Context: an optimization exercise on an open-source flow, tuned for small area and a short achievable clock period. The choices shown serve that exercise and are no tape-out recipe. RTL that was checked went through simulation tests only; none was proved equivalent to the original. Function not checked in run 3: the RTL went through the layout flow alone. Power and IR drop assume default switching activity.

==> design.v <==
module lcm_32(
    input wire [32-1:0] ina, inb,
    input wire clk,
    input wire rst_n,
    output wire [64-1:0] result,
    output reg ready_n);
    reg        gcd_ph, div_ph, mul_ph;    
    reg [31:0] u, v, w;
    reg [5:0]  cnt;
    reg        rst_q;
    reg         add_q, sub_q;
    wire [31:0] y   = ({32{add_q}} & v) | ({32{sub_q}} & {~v[31:1], 1'b1});
    wire [32:0] a   = {1'b0, u} + {1'b0, y};
    wire [31:0] ash = {a[32] & mul_ph, a[31:1]};
    assign result = {u, w};
    wire u0_nx  = !rst_q ? ina[0] :
                  gcd_ph ? ((u == 32'd0) ? ina[0] : (!u[0] || (v[0] && a[32])) ? a[1] : 1'b1) :
                  (div_ph || mul_ph) ? a[1] : u[0];
    wire w0_nx  = (div_ph || mul_ph) ? w[1] : w[0];
    wire mul_nx = rst_q && ((div_ph && cnt == 6'd1) || (mul_ph && cnt != 6'd1));
    always @(posedge clk) begin
        add_q <= mul_nx & w0_nx;
        sub_q <= ~mul_nx & u0_nx;
    end
    always @(posedge clk) begin
        rst_q <= rst_n;
        if (!rst_n || !rst_q)
            ready_n <= 1'b1;
        else if (mul_ph && cnt == 6'd1)
            ready_n <= 1'b0;
    end
    always @(posedge clk) begin
        if (!rst_q) begin
            gcd_ph  <= 1'b1;
            div_ph  <= 1'b0;
            mul_ph  <= 1'b0;
            u       <= ina;
            v       <= inb;
            cnt     <= 6'd0;
        end else if (gcd_ph) begin
            if (u == 32'd0) begin
                u      <= ina;
                cnt[5] <= 1'b1;
                gcd_ph <= 1'b0;
                div_ph <= 1'b1;
            end else if (!u[0]) begin
                u <= ash;
                if (!v[0]) begin
                    v   <= v >> 1;
                    cnt <= cnt + 6'd1;
                end
            end else if (!v[0]) begin
                v <= v >> 1;
            end else if (a[32]) begin  
                u <= ash;
            end else begin
                u <= v;
                v <= u;
            end
        end else if (div_ph) begin
            u   <= ash;
            w   <= {u[0], w[31:1]};
            cnt <= cnt - 6'd1;
            if (cnt == 6'd1) begin
                v      <= inb;
                cnt    <= 6'd32;
                div_ph <= 1'b0;
                mul_ph <= 1'b1;
            end
        end else if (mul_ph) begin
            u   <= ash;
            w   <= {a[0], w[31:1]};
            cnt <= cnt - 6'd1;
            if (cnt == 6'd1) mul_ph <= 1'b0;
        end
    end
endmodule
==> flow/run.sh <==
#!/bin/bash
# The standard layout (standard.sh: the standard flow's synthesis and the ORFS steps, with
# the design's constraints unchanged), with two settings changed:
#  - ORFS's timing repair is asked to leave a setup margin, so that it also
#    works the paths that already meet the design's clock period;
#  - the buffer put on every input and output port is buf_1.
# standard.sh's full output goes to standard_flow.log.
set -euo pipefail
MARGIN=${MARGIN:-6.65}
bash standard.sh \
    SETUP_SLACK_MARGIN=$MARGIN \
    TNS_END_PERCENT=100 \
    "BUFFER_PORTS_ARGS=-buffer_cell sky130_fd_sc_hd__buf_1" \
    finish > standard_flow.log 2>&1
==> standard.sh <==
#!/bin/bash
# synth_recipe.tcl (not shown) runs the flow's synth.tcl, then flattens the netlist and writes it again
# the make line also repeats each setting of config.mk as NAME=value (left out here)
make -C /OpenROAD-flow-scripts/flow DESIGN_CONFIG=/design/flow/config.mk WORK_HOME=/design/flow/orfs CLKGATE_MAP_FILE= SYNTH_SCRIPT=/design/flow/synth_recipe.tcl "${@:-finish}"
==> config.mk <==
export PLATFORM = sky130hd
export DESIGN_NAME = lcm_32
export DESIGN_NICKNAME = lcm_32
export VERILOG_FILES = /design/flow/design.v
export SDC_FILE = /design/flow/constraint.sdc
export NUM_CORES = 4
export LEC_CHECK = 0
export CAP_MARGIN = 20
export CORE_MARGIN = 2
export CORE_UTILIZATION = 40
export SLEW_MARGIN = 20
==> constraint.sdc <==
create_clock -name core_clock -period 10.0 [get_ports {clk}]
set_input_delay 2.0000 -clock core_clock [delete_from_list [all_inputs] [get_ports {clk}]]
set_output_delay 2.0000 -clock core_clock [all_outputs]
set_load 0.01 [all_outputs]
==> results of run 1 <==
-- how the worst max path moves through the flow --
stage               cells after the start             from               to
global placement                       11    sub_q$_DFF_P_  v[10]$_DFFE_PP_
global route                           11    add_q$_DFF_P_   u[9]$_DFFE_PP_
CTS                                    11  v[13]$_DFFE_PP_   v[6]$_DFFE_PP_
finish                                 11  v[12]$_DFFE_PP_  u[30]$_DFFE_PP_
floorplan                              12    add_q$_DFF_P_  v[10]$_DFFE_PP_
detailed placement                     11    sub_q$_DFF_P_  v[12]$_DFFE_PP_
-- cells in the mapped netlist (all sizes together), types with 3 or more instances --
| library cell | instances | area, um2 |
|---|---|---|
| a22oi | 60 | 460 |
| nor2 | 60 | 228 |
| mux2 | 32 | 360 |
| o21a | 6 | 45.0 |
| ha | 35 | 438 |
| a221oi | 3 | 26.3 |
| a31oi | 6 | 37.5 |
| a21o | 15 | 113 |
| nand3 | 10 | 50.1 |
| a21oi | 73 | 369 |
| nand2b | 6 | 37.5 |
| nor3 | 4 | 20.0 |
| xnor2 | 18 | 158 |
| dfxtp | 13 | 260 |
| buf | 9 | 55.1 |
| a221o | 3 | 30.0 |
| o31ai | 5 | 37.5 |
| nor2b | 6 | 37.5 |
| o211ai | 5 | 37.5 |
| nand2 | 45 | 171 |
| nor4 | 10 | 62.6 |
| o21bai | 3 | 22.5 |
| and2 | 6 | 37.5 |
| and3 | 4 | 25.0 |
| o21ai | 61 | 305 |
| edfxtp | 96 | 2880 |
| xor2 | 12 | 105 |
| a211oi | 6 | 55.1 |
| inv | 14 | 52.6 |
| nand4 | 7 | 43.8 |
| o22ai | 4 | 25.0 |
| a311oi | 3 | 32.5 |
| clkbuf | 30 | 115 |
-- layout by cell type (no fill, tap or decap), types with 6 or more instances in the layout --
cell type    n
buf_1      130
edfxtp_1    96
a21oi_1     70
nor2_1      58
a22oi_1     53
o21ai_0     46
nand2_1     43
mux2_2      32
ha_1        20
xnor2_1     18
a21o_1      15
buf_4       15
inv_1       14
o21ai_1     13
xor2_1      12
ha_4        12
clkbuf_16   12
dfxtp_1     11
nand3_1     10
nor4_1      10
nand4_1      7
a22oi_2      7
o21a_1       6
-- routing by layer --
metal / track usage / up-vias / routed length (um)
met1: 0.313 / 3002 / 9780
met5: 0 / - / 0
met4: 0.0613 / 0 / 274
li1: - / 2933 / -
met2: 0.326 / 232 / 9150
met3: 0.0391 / 16 / 1330
-- sequential cells by signal (all words and copies together) (netlist names) --
signal,count
add_q,1
cnt,6
div_ph,1
gcd_ph,1
mul_ph,1
ready_n,1
rst_q,1
sub_q,1
u,32
v,32
w,32
-- kinds of logic after synthesis --
family,count (synthesis),share of synthesized area
AO/OA/AOI/OAI,262,0.242
flip-flops,109,0.452
buffers and inverters,54,0.0326
XOR/XNOR,30,0.0378
adder cells (fa/ha/maj),36,0.0658
AND/OR/NAND/NOR,169,0.115
multiplexers,34,0.0547
-- power breakdown --
group / internal [mW] / switching (mW) / leakage, nW / total [mW]
sequential: 0.660 / 0.168 / 1.07 / 0.828
clock: 0.178 / 0.189 / 0.148 / 0.367
combinational: 0.727 / 0.894 / 1.80 / 1.62
total: 1.56 / 1.25 / 3.02 / 2.82
-- worst max-delay path, cell delays in order (launching register included) --
cell,delay (ns)
edfxtp_1,0.48
mux2_2,0.37
ha_2,0.42
nand2_1,0.14
nor4_1,0.27
o211ai_1,0.13
buf_4,0.17
o221a_2,0.26
a211oi_4,0.30
o21ai_0,0.18
xor2_1,0.22
o21ai_1,0.08
-- repair_timing --
item | in CTS | in global routing
gates resized for setup | 12 | 49
buffers inserted | 10 | 6
setup endpoints to repair | 64 | 61
gates cloned | 0 | 4
pin swaps | 2 | 9
-- layout make-up --
class / instances / area [um2]
Clock buffer: 9 / 225
Clock inverter: 7 / 81.3
Fill cell: 1628 / 8650
Inverter: 15 / 56.3
Multi-Input combinational cell: 531 / 3880
Sequential cell: 109 / 3150
Tap cell: 225 / 282
Timing Repair Buffer: 158 / 860
-- through the flow --
stage / instance area (um2) / util / power (mW) / hold slack (ns)
3_3_place_gp: 7630 / 0.444 / 2.20 / 0.430
4_1_cts: 8100 / 0.472 / 2.60 / 0.455
2_1_floorplan: 6970 / - / 1.83 / 0.453
5_1_grt: 8530 / 0.497 / 3.00 / 0.468
6_report: 8530 / 0.497 / 2.82 / 0.453
3_5_place_dp: 7660 / 0.446 / 2.20 / 0.432
==> flow_metrics.py, run 1 <==
metrics = {
    "drt": {
        "wl_per_cell_um": 19.5,
        "drc": 0,
        "finalWirelength_um": 20500,
        "vias": 6183,
        "drtIter0Drc": 536,
        "drtPass1Iterations": 5,
        "vias_per_cell": 5.87,
        "drtAntennaViolNets": 0,
    },
    "run": {
        "drv_cap": 0,
    },
    "worst_setup_path": {
        "reg2reg_slack_ns": 6.72,
        "crit_path_max_fanout": 7,
        "worstRegToRegCells": 11,
        "crit_arrival_ns": 3.38,
        "r2r_end": "u[30]$_DFFE_PP_",
        "worstPathRequired_ns": 10.11,
        "worstSetupStartpointType": "register",
        "worst-setup-path-type": "reg2reg",
        "r2r_start": "v[12]$_DFFE_PP_",
        "endpoint_kind": "register",
    },
    "cts": {
        "h-tree-depth": 3,
        "clk_latency_ns": 0.37,
        "clockRootBuffer": "clkbuf_16",
        "clkTransAtPathRegs_ns": 0.08,
        "clock-sinks": 109,
        "numCtsBuffers": 9,
        "cts_tree": "built",
        "holdBufCountCts": 0,
        "cts_buffer_depth": 2,
    },
    "placement": {
        "place_ws_ns": 5.67,
        "io_buffers": 130,
        "dp_hpwl_um": 13700,
        "dpl.cell_count": 1017,
        "gp_congestion": 1.01,
    },
    "finish": {
        "num_antenna_cells": 0,
        "drive_above_1_share": 0.151,
        "area.growth.synth_to_final_pct": 22.6,
        "fin_nets": 926,
        "fin_cells": 1054,
    },
    "grt": {
        "grt_use_total": 0.214,
        "grt_remaining_overflow": 0,
        "grt_max_degree": 48,
        "grt_pass1_wl_um": 30700,
        "grt_pass1_vias": 5699,
        "antenna_found_initial": 0,
    },
    "logic_synthesis": {
        "synth_edf_count": 96,
        "seq_area_frac_synth": 0.452,
        "avgSynthCellArea_um2": 10.0,
        "async_reset_ff_frac": 0,
        "yosysWarnings": 1,
        "synth.distinct_cells": 63,
        "ys.flop_type": "edfxtp_1",
        "postSynthCellCount": 694,
        "ys_ff_latch": 109,
        "synth_area_um2": 6960,
    },
    "die": {
        "fp.dieArea_um2": 18500,
        "initial_core_util": 0.405,
        "core_area_um2": 17200,
        "fp.dieW_um": 136,
        "die_y_um": 136,
        "rows": 48,
        "io_pins": 131,
    },
    "timing": {
        "final-hold-violation-count": 0,
        "max_freq_mhz": 305,
        "timing.final.ws_setup_ns": 6.72,
        "relSlewSlack": 0.419,
        "fin_crit_ns": 3.28,
        "tightestPinTransition_ns": 0.870,
        "finClkSkew_ns": 0.00940,
        "finalCritPeriodShare": 0.328,
        "rsz0062_at_grt": "yes",
        "tns_ns": 0,
        "finalSetupViolCount": 0,
        "slew_violations": 0,
    },
    "min_path": {
        "hold_path_end": "w[19]$_DFFE_PP_",
        "whs_path_depth": 0,
        "hold_class": "reg2reg",
        "hp-start": "w[20]$_DFFE_PP_",
    },
    "outcome": {
        "status": "timing/DRC/antenna clean",
    },
    "pwr": {
        "peakVddDrop_uv": 155,
        "p_leak_nw": 3.02,
        "powerDensity_nw_per_um2": 330,
    },
}
==> run 2, diff against run 1 <==
==> flow/run.sh (replaced) <==
#!/bin/bash
# The standard layout (standard.sh: the standard flow's synthesis and the ORFS steps, with
# the design's constraints unchanged), with two settings changed:
#  - ORFS's timing repair is asked to leave a setup margin, so that it also
#    works the paths that already meet the design's clock period;
#  - the buffer put on every input and output port is buf_1;
#  - the buffers that synthesis (ABC) put in are removed at the floorplan
#    step instead of being repaired there (the later repair steps buffer the
#    nets they need).
# standard.sh's full output goes to standard_flow.log.
set -euo pipefail
MARGIN=${MARGIN:-6.6}
bash standard.sh \
    SETUP_SLACK_MARGIN=$MARGIN \
    TNS_END_PERCENT=100 \
    REMOVE_ABC_BUFFERS=1 \
    "BUFFER_PORTS_ARGS=-buffer_cell sky130_fd_sc_hd__buf_1" \
    finish > standard_flow.log 2>&1
==> run 2 against run 1 <==
Against the previous run:
- still clean
- power down 3.3%
- global-route usage up 0.10 points
- synthesized area unchanged
- synthesized cell count unchanged
- clock skew up 0.0018 ns
- final area down 2.3%
- sequential share of layout area up 0.86 points
- register-to-register slack worse by 0.04 ns
- first-iteration DRC count down 11%
- critical path type unchanged
- critical endpoint is now u[12]$_DFFE_PP_
- largest cell class unchanged
- largest power group unchanged
==> flow_metrics.py, run 2 <==
metrics = {
    "timing": {
        "relSlewSlack": 0.435,
        "finalCritPeriodShare": 0.332,
        "timing.final.ws_setup_ns": 6.68,
        "finalSetupViolCount": 0,
        "fin_crit_ns": 3.32,
        "tns_ns": 0,
        "holdWs_ns": 0.454,
        "tightestPinTransition_ns": 0.847,
        "slew_violations": 0,
        "rsz0062_at_grt": "yes",
        "final-hold-violation-count": 0,
        "max_freq_mhz": 301,
        "finClkSkew_ns": 0.0112,
    },
    "logic_synthesis": {
        "ys_ff_latch": 109,
        "ys.flop_type": "edfxtp_1",
        "synth_area_leaders": "edfxtp_1 41%, ha_1 6.3%, a22oi_1 6.3%, a21oi_1 5.2%, mux2_2 5.2%",
        "synth.distinct_cells": 63,
        "yosysWarnings": 1,
        "synth_edf_count": 96,
        "yosysTopAreaCellShare": 0.414,
        "synth_most_common_cell": "edfxtp_1",
        "synth_area_um2": 6960,
        "avgSynthCellArea_um2": 10.0,
        "yosys-top-cells-count": "96 x edfxtp_1, 72 x a21oi_1, 59 x nor2_1, 58 x a22oi_1, 51 x o21ai_0",
        "seq_area_frac_synth": 0.452,
        "synth_top_area_cell": "edfxtp_1",
        "postSynthCellCount": 694,
        "async_reset_ff_frac": 0,
    },
    "finish": {
        "final_common_cell": "buf_1",
        "fin_cells": 1056,
        "drive_above_1_share": 0.136,
        "fin_nets": 928,
        "num_antenna_cells": 0,
        "mostFrequentLayoutCells": "130 x buf_1, 96 x edfxtp_1, 70 x a21oi_1",
        "final_util": 0.485,
        "area.growth.synth_to_final_pct": 19.9,
        "top_regs": "u x32, v x32, w x32",
    },
    "worst_setup_path": {
        "worstPathRequired_ns": 10.14,
        "crit_path_max_fanout": 7,
        "worst-setup-path-type": "reg2reg",
        "path_cells": "clkbuf_4 -> mux2_2 -> ha_2 -> nand2_2 -> or3_4 -> nor2_2 -> o2111ai_2 -> a21oi_4 -> and4b_4 -> buf_4 -> a22o_1 -> a21o_1",
        "worstSetupStartpointType": "register",
        "critPathTopFamily": "simple AND/OR/NAND/NOR gates",
        "worstRegToRegCells": 12,
        "cp.depth": 12,
        "endpoint_kind": "register",
        "cp_slowest_stage_delay_ns": 0.41,
        "crit_arrival_ns": 3.46,
        "critPathBufInv": 2,
        "cp_slowest_cell": "or3_4",
    },
    "grt": {
        "grt_use_total": 0.215,
        "antenna_found_initial": 0,
        "grt_max_degree": 67,
        "grt_pass1_wl_um": 30900,
        "grt_remaining_overflow": 0,
        "grt_pass1_vias": 5702,
    },
    "placement": {
        "dpl.cell_count": 1016,
        "io_buffers": 130,
        "place_ws_ns": 5.67,
        "gp_congestion": 0.847,
        "dp_hpwl_um": 13400,
    },
    "drt": {
        "vias": 6161,
        "drtAntennaViolNets": 0,
        "drc": 0,
        "finalWirelength_um": 20200,
        "drtIter0Drc": 477,
        "vias_per_cell": 5.83,
        "wl_per_cell_um": 19.1,
        "drtPass1Iterations": 5,
    },
    "die": {
        "die_y_um": 136,
        "fp.dieArea_um2": 18500,
        "io_pins": 131,
        "initial_core_util": 0.405,
        "rows": 48,
        "core_area_um2": 17200,
        "fp.dieW_um": 136,
    },
    "pwr": {
        "p_comb_frac": 0.556,
        "p_sw_frac": 0.451,
        "intPower_mw": 1.50,
        "p_clk_frac": 0.145,
        "switchingPower_mw": 1.23,
        "powerDensity_nw_per_um2": 327,
        "p_leak_nw": 3.02,
        "power_frac_seq": 0.299,
        "peakVddDrop_uv": 153,
    },
    "cts": {
        "holdBufCountCts": 0,
        "clkTransAtPathRegs_ns": 0.09,
        "h-tree-depth": 3,
        "cts_buffer_depth": 2,
        "clk_latency_ns": 0.38,
        "cts_tree": "built",
        "clockRootBuffer": "clkbuf_16",
        "clock-sinks": 109,
        "numCtsBuffers": 9,
    },
    "outcome": {
        "status": "timing/DRC/antenna clean",
    },
    "min_path": {
        "whs_path_depth": 0,
        "hold_class": "reg2reg",
    },
    "run": {
        "drv_cap": 0,
    },
}
## run 2: cell type report
class / instances / area (um2)
Fill cell: 1678 / 8840
Multi-Input combinational cell: 531 / 3710
Clock inverter: 7 / 96.3
Sequential cell: 109 / 3150
Inverter: 15 / 56.3
Tap cell: 225 / 282
Clock buffer: 9 / 225
Timing Repair Buffer: 160 / 821
## run 2: worst register-to-register path: stages, from the launching register on
cell and delay (ns):
dfxtp_4 0.39, clkbuf_4 0.18, mux2_2 0.28, ha_2 0.39, nand2_2 0.12, or3_4 0.41, nor2_2 0.10, o2111ai_2 0.15
a21oi_4 0.24, and4b_4 0.27, buf_4 0.17, a22o_1 0.23, a21o_1 0.15
## run 2: per-layer routing
layer | wire length (um) | vias up | GRT usage
li1 | - | 2936 | -
met1 | 9290 | 2990 | 0.304
met2 | 9480 | 219 | 0.341
met3 | 1180 | 16 | 0.0384
met4 | 248 | 0 | 0.0584
met5 | 0 | - | 0
## run 2: worst paths after layout
check / start / end / slack [ns]
setup reg to reg: add_q$_DFF_P_ / u[12]$_DFFE_PP_ / 6.68
hold reg to reg: w[8]$_DFFE_PP_ / w[7]$_DFFE_PP_ / 0.45
hold / removal: w[8]$_DFFE_PP_ / w[7]$_DFFE_PP_ / 0.45
setup / recovery: add_q$_DFF_P_ / u[12]$_DFFE_PP_ / 6.68
## run 2: power groups by stage
stage	combinational (mW)	clock, mW	sequential [mW]
finish	1.51	0.394	0.815
global route	1.67	0.415	0.831
CTS	1.40	0.402	0.815
detailed placement	1.36	0	0.833
global placement	1.36	0	0.836
floorplan	1.00	0	0.803
## run 2: repair_timing
action	in CTS	in global routing
pin swaps	0	5
endpoints found under the setup margin	64	61
resized for setup	14	17
buffers inserted	7	13
gates cloned	0	3
## run 2: through the flow
step	total power [mW]	cell area, um2
2_1_floorplan	1.80	6790
3_3_place_gp	2.20	7630
3_5_place_dp	2.19	7630
4_1_cts	2.62	8050
5_1_grt	2.91	8340
6_report	2.72	8340
## run 2: logic make-up after synthesis
group / Yosys count / share of synthesized area
flops: 109 / 0.452
xor+xnor: 30 / 0.0378
mux: 34 / 0.0547
compound gates: 262 / 0.242
buf+inv: 54 / 0.0326
fa+ha+maj: 36 / 0.0658
simple gates: 169 / 0.115
==> run 3, diff against run 2 <==
==> design.v (replaced) <==
module lcm_32(
    input wire [32-1:0] ina, inb,
    input wire clk,
    input wire rst_n,
    output wire [64-1:0] result,
    output reg ready_n);
    reg        gcd_ph, div_ph, mul_ph;    
    reg [31:0] u, v, w;
    reg [5:0]  cnt;
    reg        add_q, sub_q;
    wire [31:0] y   = ({32{add_q}} & v) | ({32{sub_q}} & {~v[31:1], 1'b1});
    wire [32:0] a   = {1'b0, u} + {1'b0, y};
    wire [31:0] ash = {a[32] & mul_ph, a[31:1]};
    assign result = {u, w};
    reg [31:0] u_nx, v_nx, w_nx;
    reg [5:0]  cnt_nx;
    reg        gcd_nx, div_nx, mul_nx, ready_n_nx;
    always @* begin
        u_nx       = u;
        v_nx       = v;
        w_nx       = w;
        cnt_nx     = cnt;
        gcd_nx     = gcd_ph;
        div_nx     = div_ph;
        mul_nx     = mul_ph;
        ready_n_nx = ready_n;
        if (!rst_n) begin
            gcd_nx     = 1'b1;
            div_nx     = 1'b0;
            mul_nx     = 1'b0;
            u_nx       = ina;
            v_nx       = inb;
            cnt_nx     = 6'd0;
            ready_n_nx = 1'b1;
        end else if (gcd_ph) begin
            if (u == 32'd0) begin
                u_nx      = ina;
                cnt_nx[5] = 1'b1;
                gcd_nx    = 1'b0;
                div_nx    = 1'b1;
            end else if (!u[0]) begin
                u_nx = ash;
                if (!v[0]) begin
                    v_nx   = v >> 1;
                    cnt_nx = cnt + 6'd1;
                end
            end else if (!v[0]) begin
                v_nx = v >> 1;
            end else if (a[32]) begin  
                u_nx = ash;
            end else begin
                u_nx = v;
                v_nx = u;
            end
        end else if (div_ph) begin
            u_nx   = ash;
            w_nx   = {u[0], w[31:1]};
            cnt_nx = cnt - 6'd1;
            if (cnt == 6'd1) begin
                v_nx   = inb;
                cnt_nx = 6'd32;
                div_nx = 1'b0;
                mul_nx = 1'b1;
            end
        end else if (mul_ph) begin
            u_nx   = ash;
            w_nx   = {a[0], w[31:1]};
            cnt_nx = cnt - 6'd1;
            if (cnt == 6'd1) begin
                mul_nx     = 1'b0;
                ready_n_nx = 1'b0;
            end
        end
    end
    always @(posedge clk) begin
        u       <= u_nx;
        v       <= v_nx;
        w       <= w_nx;
        cnt     <= cnt_nx;
        gcd_ph  <= gcd_nx;
        div_ph  <= div_nx;
        mul_ph  <= mul_nx;
        ready_n <= ready_n_nx;
        add_q   <= mul_nx & w_nx[0];
        sub_q   <= ~mul_nx & u_nx[0];
    end
endmodule
==> flow/run.sh (replaced) <==
#!/bin/bash
# The standard layout (standard.sh: the standard flow's synthesis and the ORFS steps, with
# the design's constraints unchanged), with two settings changed:
#  - ORFS's timing repair is asked to leave a setup margin, so that it also
#    works the paths that already meet the design's clock period;
#  - the buffer put on every input and output port is buf_1.
# standard.sh's full output goes to standard_flow.log.
set -euo pipefail
MARGIN=${MARGIN:-6.7}
bash standard.sh \
    SETUP_SLACK_MARGIN=$MARGIN \
    TNS_END_PERCENT=100 \
    "BUFFER_PORTS_ARGS=-buffer_cell sky130_fd_sc_hd__buf_1" \
    finish > standard_flow.log 2>&1
==> run 3 against run 2 <==
Against the previous run:
- still clean on timing, DRC and antenna
- sequential cell count shrank 1
- worst setup slack lost 0.099 ns
- cell count grew 7.6%
- worst hold slack lost 0.0036 ns
- die area grew 7.0%
- register-to-register slack lost 0.099 ns
- global-route usage grew 1.3 points
- final area grew 12%
- non-clock buffer count grew 23
- critical path type unchanged
==> flow_metrics.py, run 3 <==
metrics = {
    "logic_synthesis": {
        "synth_xor_area_frac": 0.0352,
        "synth_edf_count": 94,
        "synth_top_family_by_area": "compound AO/OA/AOI/OAI gates",
        "yosysWarnings": 1,
        "yosysTopAreaCellShare": 0.378,
        "async_reset_ff_frac": 0,
        "synth_adder_area_share": 0.0614,
        "synth_area_um2": 7460,
        "ys_ff_latch": 108,
        "avgSynthCellArea_um2": 9.88,
        "yosys-top-cells-count": "97 x a21oi_1, 94 x edfxtp_1, 66 x nor2b_1, 56 x nor2_1, 36 x and2_1",
        "synth_most_common_cell": "a21oi_1",
        "postSynthCellCount": 755,
        "ys.flop_type": "edfxtp_1",
        "synth_compound_area_frac": 0.216,
        "synth-simple-area-share": 0.184,
        "synth_top_area_cell": "edfxtp_1",
        "synth.distinct_cells": 71,
        "synth_area_leaders": "edfxtp_1 38%, a21oi_1 6.5%, ha_1 5.9%, nor2b_1 5.5%, mux2_2 4.8%",
        "seq_area_frac_synth": 0.416,
        "synthMuxAreaShare": 0.0483,
    },
    "pwr": {
        "p_leak_nw": 3.48,
        "peakVddDrop_uv": 128,
        "powerDensity_nw_per_um2": 301,
    },
    "timing": {
        "finalSetupViolCount": 0,
        "slew_violations": 0,
        "rsz0062_at_grt": "yes",
        "tightestPinTransition_ns": 0.807,
        "relSlewSlack": 0.461,
        "finClkSkew_ns": 0.0105,
        "tns_ns": 0,
        "fin_crit_ns": 3.42,
        "finalCritPeriodShare": 0.342,
        "final-hold-violation-count": 0,
        "max_freq_mhz": 293,
    },
    "cts": {
        "h-tree-depth": 3,
        "cts_tree": "built",
        "numCtsBuffers": 9,
        "clk_latency_ns": 0.37,
        "clkTransAtPathRegs_ns": 0.08,
        "clock-sinks": 108,
        "clockRootBuffer": "clkbuf_16",
        "cts_buffer_depth": 2,
    },
    "die": {
        "io_pins": 131,
        "initial_core_util": 0.411,
        "rows": 49,
        "die_y_um": 141,
        "fp.dieW_um": 141,
        "core_area_um2": 18100,
        "fp.dieArea_um2": 19800,
    },
    "worst_setup_path": {
        "cp_slowest_cell": "dfxtp_4",
        "r2r_end": "v[29]$_DFFE_PP_",
        "worstRegToRegCells": 15,
        "endpoint_kind": "register",
        "crit_arrival_ns": 3.50,
        "r2r_start": "sub_q$_DFF_P_",
        "worstPathRequired_ns": 10.08,
        "cp_slowest_stage_delay_ns": 0.39,
        "worst-setup-path-type": "reg2reg",
        "crit_top_cell": "buf_6",
        "worstSetupStartpointType": "register",
        "crit_path_max_fanout": 7,
        "path_cells": "buf_6 -> mux2_4 -> ha_4 -> a211oi_4 -> o211ai_1 -> o21ai_1 -> o2bb2a_4 -> nand3_4 -> o31ai_4 -> buf_6 -> a21boi_4 -> o311ai_4 -> buf_4 -> and2_4 -> buf_12",
        "reg2reg_slack_ns": 6.58,
    },
    "placement": {
        "dp_hpwl_um": 13900,
        "dpl.cell_count": 1071,
        "io_buffers": 130,
        "gp_congestion": 0.872,
        "place_area_um2": 8070,
    },
    "grt": {
        "grt_remaining_overflow": 0,
        "grt_use_total": 0.229,
        "antenna_found_initial": 0,
        "grt_max_degree": 40,
        "grt_pass1_vias": 6393,
        "grt_pass1_wl_um": 35400,
    },
    "drt": {
        "drtIter0Drc": 448,
        "finalWirelength_um": 23200,
        "drtPass1Iterations": 6,
        "drtAntennaViolNets": 0,
        "vias": 6603,
        "drc": 0,
        "vias_per_cell": 5.81,
        "wl_per_cell_um": 20.4,
    },
    "finish": {
        "final_common_cell": "buf_1",
        "fin_cells": 1136,
        "fin_nets": 1004,
        "area.growth.synth_to_final_pct": 25.5,
        "final_cell_area_um2": 9360,
        "top_regs": "u x32, v x32, w x32",
        "mostFrequentLayoutCells": "129 x buf_1, 94 x a21oi_1, 94 x edfxtp_1",
        "drive_above_1_share": 0.178,
        "num_antenna_cells": 0,
    },
    "outcome": {
        "status": "timing/DRC/antenna clean",
    },
    "run": {
        "drv_cap": 0,
    },
    "min_path": {
        "whs_path_depth": 2,
        "hp-start": "ready_n$_SDFFE_PN1P_",
        "hold_class": "reg2reg",
        "hold_path_end": "ready_n$_SDFFE_PN1P_",
    },
}
[run 3: cell types whose count changed after synthesis, moves of 8 or more]
| cell | previous run | this run |
|---|---|---|
| o21ai_0 | 51 | 24 |
| nand2_1 | 44 | 29 |
| a22oi_1 | 58 | 3 |
| a21oi_1 | 72 | 97 |
| a21o_1 | 15 | 23 |
| nor2b_1 | 6 | 66 |
| a221o_1 | 3 | 33 |
| and2_1 | 5 | 36 |
[run 3: logic make-up (layout without fill, tap and decap cells)]
logic type                 count (synthesis)  after routing
and+or+nand+nor                          249            251
adders and majority gates                 36             36
DFF                                      108            108
xor gates and xnor gates                  30             30
muxes                                     32             32
AOI/OAI and AO/OA                        237            237
buffers and inverters                     63            213
[run 3: layout make-up]
cell class	instances	area, um2
well taps	229	287
inverters	14	52.6
multi-input cells	586	4480
clock buffers	10	229
clock inverters	6	70.1
repair buffers	183	1130
fillers	1661	8780
flip-flops and latches	108	3110
[run 3: how the worst max path moves through the flow]
stage                            to  slack, ns      startpoint
finish              v[29]$_DFFE_PP_       6.58   sub_q$_DFF_P_
global route        u[28]$_DFFE_PP_       6.49   sub_q$_DFF_P_
CTS                 u[28]$_DFFE_PP_       6.64   add_q$_DFF_P_
detailed placement  u[28]$_DFFE_PP_       5.44           rst_n
global placement    u[31]$_DFFE_PP_       5.49           rst_n
floorplan           v[10]$_DFFE_PP_       6.64  v[0]$_DFFE_PP_
[run 3: where the power goes]
part	switching (mW)	internal, mW	total, mW
logic	0.834	0.802	1.64
clock network	0.180	0.198	0.377
registers	0.169	0.635	0.805
total	1.18	1.63	2.82
[run 3: what timing repair did]
action | CTS | global route
gates cloned | 7 | 1
hold buffers | 0 | 0
resized for setup | 64 | 32
buffers inserted | 25 | 15
pin swaps | 17 | 56
endpoints found under the setup margin | 129 | 63
[run 3: routing by layer]
metal	GRT usage	share of wire	vias up
li1	-	-	3126
met1	0.318	0.45	3203
met2	0.366	0.47	235
met3	0.0325	0.055	39
met4	0.0800	0.023	0
met5	0	0	-
[run 3: through the flow]
| step | hold slack [ns] | utilization | setup WS, ns | power [mW] |
|---|---|---|---|---|
| global placement | 0.436 | 0.445 | 5.49 | 2.04 |
| global route | 0.478 | 0.516 | 6.49 | 2.98 |
| CTS | 0.452 | 0.498 | 6.64 | 2.65 |
| detailed placement | 0.442 | 0.445 | 5.44 | 2.03 |
| finish | 0.450 | 0.516 | 6.58 | 2.82 |
| floorplan | 0.424 | - | 6.64 | 1.73 |
[run 3: worst max-delay path, delay by kind of cell (launching register included)]
kind	cells	cell delay, ns
multiplexers	1	0.28
flip-flops	1	0.39
adder cells (fa/ha/maj)	1	0.26
buffers and inverters	4	0.58
AO/OA/AOI/OAI	7	1.35
AND/OR/NAND/NOR	2	0.25

==> separate check: timing with driven ports <==
The flow's constraints put no driver on any port. The routed layouts listed below were extracted and timed again, unchanged, in two steps. Step 1 assumes that a clkbuf_16 drives the clock port and a buf_2 every other input. Step 2 moves the port delays by t, midway between the first and last clock arrival at a register: inputs arrive t later, outputs are due t later. That takes back most of the time a late clock gives input paths. a / b / c = ideal / step 1 / step 2; a / b = the first two.
run | shift t [ns] | setup slack, ns | worst setup path after step 2 | worst slew at a driven data input, ns | cell pins on the clock port's net
run 1 | 0.404 | 6.724 / 6.724 / 6.724 | register to register | 0.06 | 1
run 2 | 0.419 | 6.680 / 6.680 / 6.680 | register to register | 0.05 | 1
run 3 | 0.403 | 6.581 / 6.581 / 6.258 | input to register | 0.07 | 1
After both steps every run listed still meets setup and hold. For run 3, which loses most, drivers alone change the setup slack by 0.000 ns; drivers and shift together by -0.323 ns.
